Background: an optimization exercise with open tools, aiming at small area. Do not read the settings as production practice. At most, simulation tests tie the RTL to the original design; equivalence was not proved.

==> inputs of amber <==
==> flow/design.v <==
`timescale 1ns / 1ps
localparam[31:0] INIT_PC_VALUE = 32'h00400000;
localparam[31:0] DEFAULT_PC_UPDATE = 32'h00000004; 
localparam ONE = 2'b01;
localparam ZERO = 2'b00;
localparam S_TYPE = 7'b0100011;
localparam SB_TYPE = 7'b1100011;
`timescale 1ns / 1ps
localparam[3:0] AND_OP = 4'b0000;
localparam[3:0] OR_OP = 4'b0001; 
localparam[3:0] ADD_OP = 4'b0010;
localparam[3:0] SUB_OP = 4'b0011; 
localparam[3:0] LESS_THAN_OP = 4'b0111;
localparam[3:0] X_OR_OP = 4'b1101; 
`timescale 1ns / 1ps
 `timescale 1ns / 1ps
module alu(
output logic [31:0] result,
input wire logic[31:0] op1,
input wire logic[31:0] op2,
input wire logic[3:0] alu_op
    );
logic is_and, is_or, is_xor, is_slt, is_sub;
logic [31:0] op2_x;
logic [31:0] sum;
logic lt;
assign is_and = (alu_op == AND_OP);
assign is_or  = (alu_op == OR_OP);
assign is_xor = (alu_op == X_OR_OP);
assign is_slt = (alu_op == LESS_THAN_OP);
assign is_sub = (alu_op == SUB_OP) || is_slt;
assign op2_x = is_sub ? ~op2 : op2;
assign sum = op1 + op2_x + {31'd0, is_sub};
assign lt = (op1[31] ^ op2[31]) ? op1[31] : sum[31];
always_comb
begin
    if (is_and)
        result = op1 & op2;
    else if (is_or)
        result = op1 | op2;
    else if (is_xor)
        result = op1 ^ op2;
    else if (is_slt)
        result = {31'd0, lt};
    else
        result = sum;
end
endmodule
`timescale 1ns / 1ps
module regfile(
    output logic[31:0] regReadDataA,
    output logic[31:0] regReadDataB,
    input wire logic clk,
    input wire logic [4:0] regAddrA,
    input wire logic [4:0] regAddrB,
    input wire logic [4:0] regAddrWrite,
    input wire logic [31:0] regWriteData,
    input wire logic regWrite
    );
    logic [4:0] addrA_q, addrB_q;
    logic [31:0] register [1:31];
    logic [31:1] selA, selB;
    logic [31:0] readA, readB;
    always_ff @(posedge clk)
    begin
        addrA_q <= regAddrA;
        addrB_q <= regAddrB;
    end
    genvar i;
    generate
        for (i = 1; i < 32; i = i + 1) begin : g_reg
            logic we;
            assign we = regWrite && (regAddrWrite == i);
            always_ff @(posedge clk)
                register[i] <= ({32{we}} & regWriteData) | ({32{~we}} & register[i]);
            assign selA[i] = (addrA_q == i);
            assign selB[i] = (addrB_q == i);
        end
    endgenerate
    always_comb
    begin
        readA = 32'd0;
        readB = 32'd0;
        for (int k = 1; k < 32; k = k + 1) begin
            readA = readA | ({32{selA[k]}} & register[k]);
            readB = readB | ({32{selB[k]}} & register[k]);
        end
    end
    assign regReadDataA = readA;
    assign regReadDataB = readB;
endmodule
`timescale 1ns / 1ps
 `timescale 1ns / 1ps
module riscv_simple_datapath #(parameter [31:0] INITIAL_PC = INIT_PC_VALUE) (
    output logic[31:0] PC,               
    output logic Zero,                   
    output logic[31:0] dAddress,         
    output logic[31:0] dWriteData,       
    output logic[31:0] WriteBackData,    
    input wire logic clk,                
    input wire logic rst,                
    input wire logic[31:0] instruction,  
    input wire logic PCSrc,              
    input wire logic ALUSrc,             
    input wire logic RegWrite,           
    input wire logic MemtoReg,           
    input logic[31:0] dReadData,         
    input wire logic[3:0] ALUCtrl,       
    input wire logic loadPC              
    );
    logic[31:0] regReadDataA;
    logic[31:0] regReadDataB;
    logic[31:0] regWriteData;
    logic[31:0] immediate_I;
    logic[31:0] immediate_S;
    logic[31:0] op2;
    logic[31:0] result;
    logic[6:0] opCode;
    logic use_S;
    regfile myRegFile(
        .regReadDataA(regReadDataA),
        .regReadDataB(regReadDataB),
        .clk(clk),
        .regAddrA(instruction[19:15]),
        .regAddrB(instruction[24:20]),
        .regAddrWrite(instruction[11:7]),
        .regWriteData(regWriteData),
        .regWrite(RegWrite)
    );
    alu myALU(
        .result(result),
        .op1(regReadDataA),
        .op2(op2),
        .alu_op(ALUCtrl)
    );
    assign opCode = instruction[6:0];
    assign immediate_I = {{20{instruction[31]}}, instruction[31:20]};
    assign immediate_S = {{20{instruction[31]}}, instruction[31:25], instruction[11:7]};
    assign use_S = (opCode == S_TYPE) || (opCode == SB_TYPE);
    assign op2 = ALUSrc ? (use_S ? immediate_S : immediate_I) : regReadDataB;
    assign dAddress = result;
    assign dWriteData = regReadDataB;
    assign Zero = (result == 32'd0);
    assign regWriteData = MemtoReg ? dReadData : result;
    assign WriteBackData = regWriteData;
    always_ff @(posedge clk)
    begin
        if (rst)
            PC <= INITIAL_PC;
        else if (loadPC)
            PC <= PC + (PCSrc ? immediate_S : DEFAULT_PC_UPDATE);
    end
endmodule
==> flow/run.sh <==
#!/bin/bash
# synth_recipe.tcl (not shown) runs the flow's synth.tcl, then flattens the netlist and writes it again
# the make line also repeats each setting of config.mk as NAME=value (left out here)
make -C /OpenROAD-flow-scripts/flow DESIGN_CONFIG=/design/flow/config.mk WORK_HOME=/design/flow/orfs CLKGATE_MAP_FILE= SYNTH_SCRIPT=/design/flow/synth_recipe.tcl finish
==> flow/config.mk <==
export PLATFORM = sky130hd
export DESIGN_NAME = riscv_simple_datapath
export DESIGN_NICKNAME = riscv_simple_datapath
export VERILOG_FILES = /design/flow/design.v
export SDC_FILE = /design/flow/constraint.sdc
export NUM_CORES = 4
export LEC_CHECK = 0
export CAP_MARGIN = 20
export CORE_MARGIN = 2
export CORE_UTILIZATION = 40
export SETUP_SLACK_MARGIN = 0.3
export SLEW_MARGIN = 20
==> flow/constraint.sdc <==
create_clock -name core_clock -period 11.0 [get_ports {clk}]
set_input_delay 2.2000 -clock core_clock [delete_from_list [all_inputs] [get_ports {clk}]]
set_output_delay 2.2000 -clock core_clock [all_outputs]
set_load 0.01 [all_outputs]
==> garnet: changes against amber <==
--- a/flow/design.v
+++ b/flow/design.v
@@ -21,32 +21,77 @@
 input wire logic[3:0] alu_op
     );
 logic is_and, is_or, is_xor, is_slt, is_sub;
-logic [31:0] op2_x;
-logic [31:0] sum;
+logic gen_en, prop_en, carry_en;
+logic [31:0] bx, p, g, t;
+logic [31:0] G;
+logic [31:0] c;
+logic [31:0] r;
 logic lt;
 assign is_and = (alu_op == AND_OP);
 assign is_or  = (alu_op == OR_OP);
 assign is_xor = (alu_op == X_OR_OP);
 assign is_slt = (alu_op == LESS_THAN_OP);
 assign is_sub = (alu_op == SUB_OP) || is_slt;
-assign op2_x = is_sub ? ~op2 : op2;
-assign sum = op1 + op2_x + {31'd0, is_sub};
-assign lt = (op1[31] ^ op2[31]) ? op1[31] : sum[31];
-always_comb
-begin
-    if (is_and)
-        result = op1 & op2;
-    else if (is_or)
-        result = op1 | op2;
-    else if (is_xor)
-        result = op1 ^ op2;
-    else if (is_slt)
-        result = {31'd0, lt};
-    else
-        result = sum;
-end
-endmodule
-`timescale 1ns / 1ps
+assign gen_en   = is_and | is_or;
+assign prop_en  = ~(is_and | is_slt);
+assign carry_en = ~(is_and | is_or | is_xor | is_slt);
+assign bx = op2 ^ {32{is_sub}};
+assign p = op1 ^ bx;
+assign g = op1 & bx;
+logic [31:0] G0;
+assign G0 = {g[31:1], g[0] | (p[0] & is_sub)};
+genvar k, i;
+generate
+    for (k = 0; k < 9; k = k + 1) begin : g_lvl
+        localparam int S = (k < 5) ? (1 << k) : (8 >> (k - 5));
+        logic [31:0] Gi, Pi, Go, Po;
+        if (k == 0) begin : g_in0
+            assign Gi = G0;
+            assign Pi = p;
+        end else begin : g_in
+            assign Gi = g_lvl[k - 1].Go;
+            assign Pi = g_lvl[k - 1].Po;
+        end
+        for (i = 0; i < 32; i = i + 1) begin : g_bit
+            if ((k < 5 && i % (2 * S) == 2 * S - 1) ||
+                (k >= 5 && i >= 3 * S - 1 && (i - (3 * S - 1)) % (2 * S) == 0)) begin : g_node
+                assign Go[i] = Gi[i] | (Pi[i] & Gi[i - S]);
+                assign Po[i] = Pi[i] & Pi[i - S];
+            end else begin : g_pass
+                assign Go[i] = Gi[i];
+                assign Po[i] = Pi[i];
+            end
+        end
+    end
+endgenerate
+assign G = g_lvl[8].Go;
+assign c = {G[30:0], is_sub};
+assign t = (g & {32{gen_en}}) | (p & {32{prop_en}});
+assign r = t ^ (c & {32{carry_en}});
+assign lt = p[31] ? ~c[31] : op1[31];
+assign result = {r[31:1], is_slt ? lt : r[0]};
+endmodule
+`timescale 1ns / 1ps
+module rf_bit_next(
+    output logic d,
+    input wire logic we,
+    input wire logic wd,
+    input wire logic hold,
+    input wire logic q
+    );
+    assign d = (we & wd) | (hold & q);
+endmodule
+module rf_read3(
+    output logic y_n,
+    input wire logic s0,
+    input wire logic d0,
+    input wire logic s1,
+    input wire logic d1,
+    input wire logic s2,
+    input wire logic d2
+    );
+    assign y_n = ~((s0 & d0) | (s1 & d1) | (s2 & d2));
+endmodule
 module regfile(
     output logic[31:0] regReadDataA,
     output logic[31:0] regReadDataB,
@@ -58,36 +103,46 @@
     input wire logic regWrite
     );
     logic [4:0] addrA_q, addrB_q;
-    logic [31:0] register [1:31];
+    logic [31:0] regq [1:31];
     logic [31:1] selA, selB;
-    logic [31:0] readA, readB;
     always_ff @(posedge clk)
     begin
         addrA_q <= regAddrA;
         addrB_q <= regAddrB;
     end
-    genvar i;
+    genvar i, j, g;
     generate
         for (i = 1; i < 32; i = i + 1) begin : g_reg
-            logic we;
+            logic we, hold;
+            logic [31:0] r;
+            logic [31:0] d;
             assign we = regWrite && (regAddrWrite == i);
+            assign hold = ~we;
+            for (j = 0; j < 32; j = j + 1) begin : g_bit
+                rf_bit_next u_next(.d(d[j]), .we(we), .wd(regWriteData[j]), .hold(hold), .q(r[j]));
+            end
             always_ff @(posedge clk)
-                register[i] <= ({32{we}} & regWriteData) | ({32{~we}} & register[i]);
+                r <= d;
+            assign regq[i] = r;
             assign selA[i] = (addrA_q == i);
             assign selB[i] = (addrB_q == i);
         end
+        for (j = 0; j < 32; j = j + 1) begin : g_col
+            logic [9:0] a_n, b_n;
+            for (g = 0; g < 10; g = g + 1) begin : g_grp
+                rf_read3 u_a(.y_n(a_n[g]),
+                    .s0(selA[3*g+1]), .d0(regq[3*g+1][j]),
+                    .s1(selA[3*g+2]), .d1(regq[3*g+2][j]),
+                    .s2(selA[3*g+3]), .d2(regq[3*g+3][j]));
+                rf_read3 u_b(.y_n(b_n[g]),
+                    .s0(selB[3*g+1]), .d0(regq[3*g+1][j]),
+                    .s1(selB[3*g+2]), .d1(regq[3*g+2][j]),
+                    .s2(selB[3*g+3]), .d2(regq[3*g+3][j]));
+            end
+            assign regReadDataA[j] = ~(&a_n) | (selA[31] & regq[31][j]);
+            assign regReadDataB[j] = ~(&b_n) | (selB[31] & regq[31][j]);
+        end
     endgenerate
-    always_comb
-    begin
-        readA = 32'd0;
-        readB = 32'd0;
-        for (int k = 1; k < 32; k = k + 1) begin
-            readA = readA | ({32{selA[k]}} & register[k]);
-            readB = readB | ({32{selB[k]}} & register[k]);
-        end
-    end
-    assign regReadDataA = readA;
-    assign regReadDataB = readB;
 endmodule
 `timescale 1ns / 1ps
  `timescale 1ns / 1ps
==> flow/flow/run.sh (new file) <==
#!/bin/bash
# The standard layout (standard.sh), with two changes to the ORFS
# settings: the port buffers are buf_1 cells rather than the default
# buffer, and power recovery after global routing downsizes gates that
# have slack. Every tool's output goes to standard.log in the work folder.
set -euo pipefail
cat >> "$FLOW_CONFIG" <<'CFG'
export BUFFER_PORTS_ARGS = -buffer_cell sky130_fd_sc_hd__buf_1
export RECOVER_POWER = 100
CFG
bash standard.sh > standard.log 2>&1
==> flow/standard.sh (new file) <==
#!/bin/bash
# synth_recipe.tcl (not shown) runs the flow's synth.tcl, then flattens the netlist and writes it again
# the make line also repeats each setting of config.mk as NAME=value (left out here)
make -C /OpenROAD-flow-scripts/flow DESIGN_CONFIG=/design/flow/config.mk WORK_HOME=/design/flow/orfs CLKGATE_MAP_FILE= SYNTH_SCRIPT=/design/flow/synth_recipe.tcl "${@:-finish}"
BUFFER_PORTS_ARGS = -buffer_cell sky130_fd_sc_hd__buf_1   (was unset)
CAP_MARGIN = 10   (was 20)
CTS_BUF_LIST = sky130_fd_sc_hd__clkbuf_4 sky130_fd_sc_hd__clkbuf_8   (was unset)
CTS_CLUSTER_DIAMETER = 50   (was unset)
CTS_CLUSTER_SIZE = 24   (was unset)
RECOVER_POWER = 100   (was unset)
SETUP_SLACK_MARGIN = 0.1   (was 0.3)
SLEW_MARGIN = 10   (was 20)
SYNTH_HIERARCHICAL = 1   (was unset)
SYNTH_MINIMUM_KEEP_SIZE = 0   (was unset)
removed: flow/run.sh
==> violet: changes against amber <==
--- a/flow/design.v
+++ b/flow/design.v
@@ -47,6 +47,26 @@
 end
 endmodule
 `timescale 1ns / 1ps
+module rf_bit_next(
+    output logic d,
+    input wire logic we,
+    input wire logic wd,
+    input wire logic hold,
+    input wire logic q
+    );
+    assign d = (we & wd) | (hold & q);
+endmodule
+module rf_read3(
+    output logic y_n,
+    input wire logic s0,
+    input wire logic d0,
+    input wire logic s1,
+    input wire logic d1,
+    input wire logic s2,
+    input wire logic d2
+    );
+    assign y_n = ~((s0 & d0) | (s1 & d1) | (s2 & d2));
+endmodule
 module regfile(
     output logic[31:0] regReadDataA,
     output logic[31:0] regReadDataB,
@@ -58,36 +78,46 @@
     input wire logic regWrite
     );
     logic [4:0] addrA_q, addrB_q;
-    logic [31:0] register [1:31];
+    logic [31:0] regq [1:31];
     logic [31:1] selA, selB;
-    logic [31:0] readA, readB;
     always_ff @(posedge clk)
     begin
         addrA_q <= regAddrA;
         addrB_q <= regAddrB;
     end
-    genvar i;
+    genvar i, j, g;
     generate
         for (i = 1; i < 32; i = i + 1) begin : g_reg
-            logic we;
+            logic we, hold;
+            logic [31:0] r;
+            logic [31:0] d;
             assign we = regWrite && (regAddrWrite == i);
+            assign hold = ~we;
+            for (j = 0; j < 32; j = j + 1) begin : g_bit
+                rf_bit_next u_next(.d(d[j]), .we(we), .wd(regWriteData[j]), .hold(hold), .q(r[j]));
+            end
             always_ff @(posedge clk)
-                register[i] <= ({32{we}} & regWriteData) | ({32{~we}} & register[i]);
+                r <= d;
+            assign regq[i] = r;
             assign selA[i] = (addrA_q == i);
             assign selB[i] = (addrB_q == i);
         end
+        for (j = 0; j < 32; j = j + 1) begin : g_col
+            logic [9:0] a_n, b_n;
+            for (g = 0; g < 10; g = g + 1) begin : g_grp
+                rf_read3 u_a(.y_n(a_n[g]),
+                    .s0(selA[3*g+1]), .d0(regq[3*g+1][j]),
+                    .s1(selA[3*g+2]), .d1(regq[3*g+2][j]),
+                    .s2(selA[3*g+3]), .d2(regq[3*g+3][j]));
+                rf_read3 u_b(.y_n(b_n[g]),
+                    .s0(selB[3*g+1]), .d0(regq[3*g+1][j]),
+                    .s1(selB[3*g+2]), .d1(regq[3*g+2][j]),
+                    .s2(selB[3*g+3]), .d2(regq[3*g+3][j]));
+            end
+            assign regReadDataA[j] = ~(&a_n) | (selA[31] & regq[31][j]);
+            assign regReadDataB[j] = ~(&b_n) | (selB[31] & regq[31][j]);
+        end
     endgenerate
-    always_comb
-    begin
-        readA = 32'd0;
-        readB = 32'd0;
-        for (int k = 1; k < 32; k = k + 1) begin
-            readA = readA | ({32{selA[k]}} & register[k]);
-            readB = readB | ({32{selB[k]}} & register[k]);
-        end
-    end
-    assign regReadDataA = readA;
-    assign regReadDataB = readB;
 endmodule
 `timescale 1ns / 1ps
  `timescale 1ns / 1ps
CAP_MARGIN = 10   (was 20)
CTS_BUF_LIST = sky130_fd_sc_hd__clkbuf_4 sky130_fd_sc_hd__clkbuf_8   (was unset)
SETUP_SLACK_MARGIN = 0.1   (was 0.3)
SLEW_MARGIN = 10   (was 20)
SYNTH_HIERARCHICAL = 1   (was unset)
SYNTH_MINIMUM_KEEP_SIZE = 0   (was unset)
==> flow_summary_export.csv <==
group,metric,value,unit
layout,bufAreaShareNonClock,0.0693,
critical_path,cp-endpoint,"Zero",
layout,register_area,30600,um^2
synthesis,yosysTopAreaCellShare,0.604,
synthesis,synth_cell_type_count,78,
layout,most-common-layout-cells,"edfxtp_1, a22oi_1, buf_4",
layout,seq-cell-share,0.521,
global_route,use_met1,0.446,
power_and_ir_drop,p_comb,2.05,mW
critical_path,cp.depth,19,
critical_path,r2r_slack,3.38,ns
layout,multi_input_area,18000,um^2
floorplan,dieWidth,355,um
run_status,status,"no timing/DRC/antenna violations",
layout,n_all_buffers,452,
layout,stdcell_count,5793,
the above is filed under amber

==> flow_summary_export.csv <==
group,metric,value,unit
critical_path,cp.depth,20,
layout,stdcell_count,6385,
layout,register_area,20700,um^2
layout,multi_input_area,25200,um^2
synthesis,yosysTopAreaCellShare,0.449,
global_route,use_met1,0.484,
clock_tree,cts_setup_buffers,0,
layout,bufAreaShareNonClock,0.0619,
layout,n_all_buffers,387,
synthesis,synth_seq_cells,1034,
synthesis,synth_area_leaders,"dfxtp_1, a22o_1, a222oi_1, ha_1, nand4_1",
layout,seq-cell-share,0.372,
critical_path,r2r_slack,3.43,ns
run_status,status,"no timing/DRC/antenna violations",
synthesis,ys_warn_count,11,
the above is filed under violet

==> flow_summary_export.csv <==
group,metric,value,unit
critical_path,cp.depth,17,
sta,maxSlewViolCount,705,
synthesis,yosysTopAreaCellShare,0.472,
layout,stdcell_count,5794,
layout,multi_input_area,23300,um^2
power_and_ir_drop,p_comb,2.95,mW
flow_run,maxCapViolCount,23,
layout,register_area,20700,um^2
run_status,violations,"capacitance limit, slew limit",
layout,seq-cell-share,0.410,
run_status,status,"finished with violations",
synthesis,synth_cell_type_count,90,
the above is filed under garnet

Function not checked in amber and violet: the RTL went through the layout flow alone.

[static timing again, ports no longer ideal]
The results above use ideal ports. As a check the final layouts listed here were re-extracted and re-timed, cells and wires unchanged. Step 1 assumes that a clkbuf_16 drives the clock port and a buf_2 every other input. Step 2 moves the port delays by t, midway between the first and last clock arrival at a register: inputs arrive t later, outputs are due t later. That takes back most of the time a late clock gives input paths. Three values: ideal ports, drivers, drivers and shift; two values: the first two.
run	t, ns	setup slack, ns	worst setup path at the end	latest minus earliest clock arrival (ns)
amber	0.794	0.326 / 0.246 / 0.466	input to output	0.052 / 0.052
garnet	0.926	0.210 / 0.139 / 1.065	register to output	0.129 / 0.128
violet	0.967	0.276 / 0.195 / 0.484	input to output	0.048 / 0.048
